What follows belongs to an exercise in optimizing a design on an open flow for small area, a short achievable clock period and few clock cycles per item; a production flow would make more cautious choices. Where RTL was checked, it was by simulation tests only, not by an equivalence proof against the original. No driver is modelled on the clock port, so clocking that relies on it looks cheaper here than on a real chip. No activity file was given, so power comes from the tool's default toggle rates.

Design Optical_8x8ctrl_top, start of the top module:
module Optical_8x8ctrl_top#(
    parameter       P_BAR       =   1'b0,
    parameter       P_CROSS     =   1'b1,
    parameter       P_DSTWIDTH  =   3   ,
    parameter       P_PORTNUM   =   8   ,
    parameter       P_SWITCHNUM =   4
)(
    input                                   i_clk           ,
    input                                   i_rst           ,
    input  [P_DSTWIDTH*P_PORTNUM - 1:0]     i_8x8_req       ,
    input                                   i_8x8_valid     ,
    output [19:0]                           o_grant_8x8     ,
    output                                  o_grant_valid
);
==> module benes8_in, before the edit <==
module benes8_in(
    input  [23:0] i_req,
    output [3:1]  o_s,
    output [8:0]  o_e0,
    output        o_b3,
    output [5:0]  o_d1
);
wire [2:0] dst [0:7];
wire [1:0] D   [0:7];
genvar gi;
generate
    for (gi = 0; gi < 8; gi = gi + 1) begin : g_in
        assign dst[gi] = i_req[3*gi +: 3];
        assign D[gi]   = i_req[3*gi+1 +: 2];
    end
endgenerate
wire e02 = D[0] == D[2], e04 = D[0] == D[4];
wire e13 = D[1] == D[3], e14 = D[1] == D[4], e15 = D[1] == D[5];
wire e16 = D[1] == D[6], e17 = D[1] == D[7];
wire e24 = D[2] == D[4], e25 = D[2] == D[5], e27 = D[2] == D[7];
wire e34 = D[3] == D[4], e35 = D[3] == D[5], e36 = D[3] == D[6], e37 = D[3] == D[7];
wire e47 = D[4] == D[7], e57 = D[5] == D[7];
wire s1 = e13 | e02 | (e15 & e34) | (e14 & e35) | (e17 & e36) | (e16 & e37);
wire s2 = e04 | e15 | ((e24 | e35) & ~s1) | ((e34 | e25) & s1);
wire s3 = e17 | (e27 & s1) | (e37 & ~s1) | (e47 & s2) | (e57 & ~s2);
wire [4:0] pass2 = s2 ? {D[4], dst[5]} : {D[5], dst[4]};
assign o_s     = {s3, s2, s1};
assign o_e0    = {pass2[2:0], s1 ? dst[3] : dst[2], dst[0]};
assign o_d1    = {pass2[4:3], s1 ? D[2] : D[3], D[1]};
assign o_b3    = s3 ? dst[7][0] : dst[6][0];
endmodule
clock: 19.0 ns
lec_check: 0
cap_margin: 20
core_area: 2 2 64 64
die_area: 0 0 66 66
slew_margin: 20
standard.sh (not shown) runs the stock make flow with config.mk's settings and CLKGATE_MAP_FILE= SYNTH_SCRIPT=/design/flow/synth_recipe.tcl, a recipe that flattens the netlist after the stock synthesis.
==> flow/flow/run.sh <==
#!/bin/bash
# Standard ORFS layout (the standard.sh) with plain buffers instead of delay
# buffers on the ports, minimum-size output-port buffers and smaller clock-tree
# buffers. All tool output goes to flow.log in the work folder; ORFS's per-step
# logs stay under orfs/logs/.
set -euo pipefail
cd "$(dirname "$0")/.."
W=$(pwd)
export BUFFER_PORTS_ARGS="-buffer_cell sky130_fd_sc_hd__buf_2"
export POST_GLOBAL_PLACE_TCL=$W/flow/outbuf.tcl
export CTS_ARGS="-sink_clustering_enable -repair_clock_nets -buf_list {${CTSBUF:-sky130_fd_sc_hd__clkbuf_8}} -root_buf ${CTSROOT:-sky130_fd_sc_hd__clkbuf_8} -dont_use_dummy_load"
bash standard.sh > flow.log 2>&1
==> flow/flow/outbuf.tcl <==
# After port buffering and global placement: shrink each output port's buffer
# to the minimum size (it drives only the port's load).
foreach inst [get_cells output*] {
  set cell [get_property $inst ref_name]
  if {$cell eq "sky130_fd_sc_hd__buf_2"} {
    replace_cell $inst sky130_fd_sc_hd__buf_1
  }
}
Next try:
--- a/flow/design.v
+++ b/flow/design.v
@@ -68,19 +68,27 @@
 wire e13 = D[1] == D[3], e14 = D[1] == D[4], e15 = D[1] == D[5];
 wire e16 = D[1] == D[6], e17 = D[1] == D[7];
 wire e24 = D[2] == D[4], e25 = D[2] == D[5], e27 = D[2] == D[7];
 wire e34 = D[3] == D[4], e35 = D[3] == D[5], e36 = D[3] == D[6], e37 = D[3] == D[7];
 wire e47 = D[4] == D[7], e57 = D[5] == D[7];
 wire s1 = e13 | e02 | (e15 & e34) | (e14 & e35) | (e17 & e36) | (e16 & e37);
-wire s2 = e04 | e15 | ((e24 | e35) & ~s1) | ((e34 | e25) & s1);
-wire s3 = e17 | (e27 & s1) | (e37 & ~s1) | (e47 & s2) | (e57 & ~s2);
-wire [4:0] pass2 = s2 ? {D[4], dst[5]} : {D[5], dst[4]};
+wire s2_0 = e04 | e15 | e24 | e35;
+wire s2_1 = e04 | e15 | e34 | e25;
+wire s3_0 = e17 | e37 | (e47 & s2_0) | (e57 & ~s2_0);
+wire s3_1 = e17 | e27 | (e47 & s2_1) | (e57 & ~s2_1);
+wire s2 = s1 ? s2_1 : s2_0;
+wire s3 = s1 ? s3_1 : s3_0;
+wire [4:0] pass2_0 = s2_0 ? {D[4], dst[5]} : {D[5], dst[4]};
+wire [4:0] pass2_1 = s2_1 ? {D[4], dst[5]} : {D[5], dst[4]};
+wire [4:0] pass2   = s1 ? pass2_1 : pass2_0;
+wire b3_0 = s3_0 ? dst[7][0] : dst[6][0];
+wire b3_1 = s3_1 ? dst[7][0] : dst[6][0];
 assign o_s     = {s3, s2, s1};
 assign o_e0    = {pass2[2:0], s1 ? dst[3] : dst[2], dst[0]};
 assign o_d1    = {pass2[4:3], s1 ? D[2] : D[3], D[1]};
-assign o_b3    = s3 ? dst[7][0] : dst[6][0];
+assign o_b3    = s1 ? b3_1 : b3_0;
 endmodule
 module benes4_route(
     input  [5:0] d,
     output [5:0] g,
     output [3:0] z0, z1, z2, z3
 );
Outcome: The changed run finished with timing, DRC and antenna clean. Wire length goes down by 0.49%. Utilization rises by 0.64 points. Cell area is higher by about 1.5%. Global-route usage came out lower by 0.75 points. Cell count increases by about 0.4%. Clock-buffer cell count does not change. Die area does not change. Synthesized cell count is unchanged.
Testbench counts after the change, summed over its fixed seeds: cycles 2,048, items 2,048.
Only the layout flow was run in the first run of this note; the RTL was not checked for function there.

========
## the reference run
The RTL this note starts from:
==> flow/design.v <==
`timescale 1ns / 1ps
module Optical_8x8ctrl_top#(
    parameter       P_BAR       =   1'b0,
    parameter       P_CROSS     =   1'b1,
    parameter       P_DSTWIDTH  =   3   ,
    parameter       P_PORTNUM   =   8   ,
    parameter       P_SWITCHNUM =   4
)(
    input                                   i_clk           ,
    input                                   i_rst           ,
    input  [P_DSTWIDTH*P_PORTNUM - 1:0]     i_8x8_req       ,
    input                                   i_8x8_valid     ,
    output [19:0]                           o_grant_8x8     ,
    output                                  o_grant_valid
);
wire [3:1] w_s;
wire [8:0] w_e0;
wire       w_b3;
wire [5:0] w_d1;
reg  [3:1] r_s;      
reg  [8:0] r_e0;     
reg        r_b3;     
reg  [5:0] r_d1;     
reg        r_valid;
benes8_in u_in (
    .i_req (i_8x8_req),
    .o_s   (w_s),
    .o_e0  (w_e0),
    .o_b3  (w_b3),
    .o_d1  (w_d1)
);
benes8_out u_out (
    .i_s     (r_s),
    .i_e0    (~r_e0),
    .i_b3    (~r_b3),
    .i_d1    (~r_d1),
    .o_grant (o_grant_8x8)
);
assign o_grant_valid = r_valid;
always @(posedge i_clk) begin
    r_s  <= w_s;
    r_e0 <= ~w_e0;
    r_b3 <= ~w_b3;
    r_d1 <= ~w_d1;
end
always @(posedge i_clk or posedge i_rst) begin
    if (i_rst) r_valid <= 1'b0;
    else       r_valid <= i_8x8_valid;
end
endmodule
module benes8_in(
    input  [23:0] i_req,
    output [3:1]  o_s,
    output [8:0]  o_e0,
    output        o_b3,
    output [5:0]  o_d1
);
wire [2:0] dst [0:7];
wire [1:0] D   [0:7];
genvar gi;
generate
    for (gi = 0; gi < 8; gi = gi + 1) begin : g_in
        assign dst[gi] = i_req[3*gi +: 3];
        assign D[gi]   = i_req[3*gi+1 +: 2];
    end
endgenerate
wire e02 = D[0] == D[2], e04 = D[0] == D[4], e05 = D[0] == D[5];
wire e13 = D[1] == D[3], e14 = D[1] == D[4], e15 = D[1] == D[5], e17 = D[1] == D[7];
wire e24 = D[2] == D[4], e25 = D[2] == D[5], e27 = D[2] == D[7];
wire e34 = D[3] == D[4], e35 = D[3] == D[5], e37 = D[3] == D[7];
wire e47 = D[4] == D[7], e57 = D[5] == D[7];
wire s1 = e13 | e02 | (e15 & e34) | (e14 & e35) | (e25 & e04) | (e24 & e05);
wire s2_0 = e04 | e15 | e24 | e35;
wire s2_1 = e04 | e15 | e34 | e25;
wire s3_0 = e17 | e37 | (e47 & s2_0) | (e57 & ~s2_0);
wire s3_1 = e17 | e27 | (e47 & s2_1) | (e57 & ~s2_1);
wire s2 = s1 ? s2_1 : s2_0;
wire s3 = s1 ? s3_1 : s3_0;
wire [4:0] pass2 = s2 ? {D[4], dst[5]} : {D[5], dst[4]};
assign o_s     = {s3, s2, s1};
assign o_e0    = {pass2[2:0], s1 ? dst[3] : dst[2], dst[0]};
assign o_d1    = {pass2[4:3], s1 ? D[2] : D[3], D[1]};
assign o_b3    = s3 ? dst[7][0] : dst[6][0];
endmodule
module benes4_route(
    input  [5:0] d,
    output [5:0] g,
    output [3:0] z0, z1, z2, z3
);
genvar i;
generate
    for (i = 0; i < 3; i = i + 1) begin : g_dec
        assign z0[i] = d[2*i +: 2] == 2'd0;
        assign z1[i] = d[2*i +: 2] == 2'd1;
        assign z2[i] = d[2*i +: 2] == 2'd2;
        assign z3[i] = d[2*i +: 2] == 2'd3;
    end
endgenerate
assign z0[3] = ~(z0[0] | z0[1] | z0[2]);
assign z1[3] = ~(z1[0] | z1[1] | z1[2]);
assign z2[3] = ~(z2[0] | z2[1] | z2[2]);
assign z3[3] = ~(z3[0] | z3[1] | z3[2]);
assign g[0] = ~z0[0];
assign g[1] = ~z0[0] & ~z0[1];
assign g[3] = z0[3];
assign g[2] = z0[0] ? d[3] : d[1];
assign g[4] = (d[1] & d[3]) | z1[3];
assign g[5] = d[1] ? d[0] : (d[3] ? d[2] : d[4]);
endmodule
module benes8_out(
    input  [3:1] i_s,
    input  [8:0] i_e0,
    input        i_b3,
    input  [5:0] i_d1,
    output [19:0] o_grant
);
wire [5:0] g0, g1;
wire [3:0] z0, z1, z2, z3;
wire [3:0] y0, y1, y2, y3;
benes4_route u_sub0 (
    .d  ({i_e0[8:7], i_e0[5:4], i_e0[2:1]}),
    .g  (g0), .z0 (z0), .z1 (z1), .z2 (z2), .z3 (z3)
);
benes4_route u_sub1 (
    .d  (i_d1),
    .g  (g1), .z0 (y0), .z1 (y1), .z2 (y2), .z3 (y3)
);
wire [3:0] b = {i_b3, i_e0[6], i_e0[3], i_e0[0]};
wire [3:0] go;
assign go[0] = |(z0 & b);
assign go[1] = |(z1 & b);
assign go[2] = |(z2 & b);
assign go[3] = |(z3 & b);
assign o_grant = {go, i_s, 1'b0, g1, g0};
endmodule
export LEC_CHECK = 0
export CAP_MARGIN = 20
export CORE_AREA = 2 2 64 64
export DIE_AREA = 0 0 66 66
export SLEW_MARGIN = 20
create_clock -name core_clock -period 19.0 [get_ports {i_clk}]
==> flow/flow/run.sh <==
#!/bin/bash
set -euo pipefail
cd "$(dirname "$0")/.."
W=$(pwd)
{ head -n 1 synth_recipe.tcl; cat flow/abc_override.tcl; tail -n +2 synth_recipe.tcl; } > own_synth.tcl
sed "s#SYNTH_SCRIPT=[^ ]*#SYNTH_SCRIPT=$W/own_synth.tcl#" standard.sh > own_standard.sh
grep -q "SYNTH_SCRIPT=$W/own_synth.tcl" own_standard.sh
export OWN_ABC_SCRIPT=$W/flow/abc.script
export BUFFER_PORTS_ARGS="-buffer_cell sky130_fd_sc_hd__buf_2"
export POST_GLOBAL_PLACE_TCL=$W/flow/outbuf.tcl
export POST_CTS_TCL=$W/flow/size.tcl
export CTS_ARGS="-sink_clustering_enable -repair_clock_nets -buf_list {sky130_fd_sc_hd__clkbuf_4} -root_buf sky130_fd_sc_hd__clkbuf_4 -dont_use_dummy_load"
bash own_standard.sh > flow.log 2>&1
Other scripts of this flow, unchanged in this note and not shown: flow/flow/abc.script, flow/flow/abc_override.tcl, flow/flow/outbuf.tcl, flow/flow/size.tcl
Edits applied to the flow inputs when going from the reference run to the trial run:
--- a/flow/design.v
+++ b/flow/design.v
@@ -28,23 +28,23 @@
     .o_e0  (w_e0),
     .o_b3  (w_b3),
     .o_d1  (w_d1)
 );
 benes8_out u_out (
     .i_s     (r_s),
-    .i_e0    (~r_e0),
+    .i_e0    ({~r_e0[8:3], r_e0[2:0]}),
     .i_b3    (~r_b3),
-    .i_d1    (~r_d1),
+    .i_d1    ({~r_d1[5:2], r_d1[1:0]}),
     .o_grant (o_grant_8x8)
 );
 assign o_grant_valid = r_valid;
 always @(posedge i_clk) begin
     r_s  <= w_s;
-    r_e0 <= ~w_e0;
+    r_e0 <= {~w_e0[8:3], w_e0[2:0]};
     r_b3 <= ~w_b3;
-    r_d1 <= ~w_d1;
+    r_d1 <= {~w_d1[5:2], w_d1[1:0]};
 end
 always @(posedge i_clk or posedge i_rst) begin
     if (i_rst) r_valid <= 1'b0;
     else       r_valid <= i_8x8_valid;
 end
 endmodule
@@ -73,13 +73,15 @@
 wire s2_0 = e04 | e15 | e24 | e35;
 wire s2_1 = e04 | e15 | e34 | e25;
 wire s3_0 = e17 | e37 | (e47 & s2_0) | (e57 & ~s2_0);
 wire s3_1 = e17 | e27 | (e47 & s2_1) | (e57 & ~s2_1);
 wire s2 = s1 ? s2_1 : s2_0;
 wire s3 = s1 ? s3_1 : s3_0;
-wire [4:0] pass2 = s2 ? {D[4], dst[5]} : {D[5], dst[4]};
+wire [4:0] pass2_0 = s2_0 ? {D[4], dst[5]} : {D[5], dst[4]};
+wire [4:0] pass2_1 = s2_1 ? {D[4], dst[5]} : {D[5], dst[4]};
+wire [4:0] pass2   = s1 ? pass2_1 : pass2_0;
 assign o_s     = {s3, s2, s1};
 assign o_e0    = {pass2[2:0], s1 ? dst[3] : dst[2], dst[0]};
 assign o_d1    = {pass2[4:3], s1 ? D[2] : D[3], D[1]};
 assign o_b3    = s3 ? dst[7][0] : dst[6][0];
 endmodule
 module benes4_route(
==> comparison <==
The final layout from the trial run, which completed every stage, passed the timing, DRC and antenna checks at the end of the flow. Compared with the reference run, worst ir drop on vdd in the trial run increased by more than a quarter. The critical path required time of the trial run exceeds that of the reference run by 3990 ps. Re initial antenna violation count: no difference whatsoever between the reference run and the trial run. Comparing delay of the slowest cell on the worst path for the trial run and the reference run, the smaller number came from the trial run. Taking the reference run as the reference, in the trial run power drawn by the clock network picked up an extra about 2%, power after layout higher.
Function was not checked in any run of this note: the RTL went through the layout flow alone.

==> separate check: timing with driven ports <==
How much do the figures lean on ideal ports? The routed layouts below were timed once more, with nothing changed but the port constraints.
Step 1, drivers: a clkbuf_16 drives i_clk and a buf_2 each remaining input, both assumed.
Step 2, shift: input delay + t, output delay - t, t = (earliest + latest rising clock arrival at the registers) / 2. This alone moves slack from input paths to output paths.
a / b / c = ideal ports / drivers / drivers and shift; a / b = the first two.
| run | t (ns) | setup slack, ns | worst setup path after step 2 | worst data-port slew with drivers (ns) |
|---|---|---|---|---|
| the first run of note 1 | 0.273 | 13.288 / 13.287 / 13.014 | input to register | 0.03 |
| the second run of note 1 | 0.269 | 13.458 / 13.462 / 13.193 | input to register | 0.03 |
| the reference run | 0.303 | 13.658 / 13.634 / 13.387 | input to register | 0.03 |
| the trial run | 0.304 | 13.756 / 13.752 / 13.452 | input to register | 0.03 |
After both steps every run listed still meets setup and hold. For the trial run, which loses most, drivers alone change the setup slack by -0.004 ns; drivers and shift together by -0.304 ns.
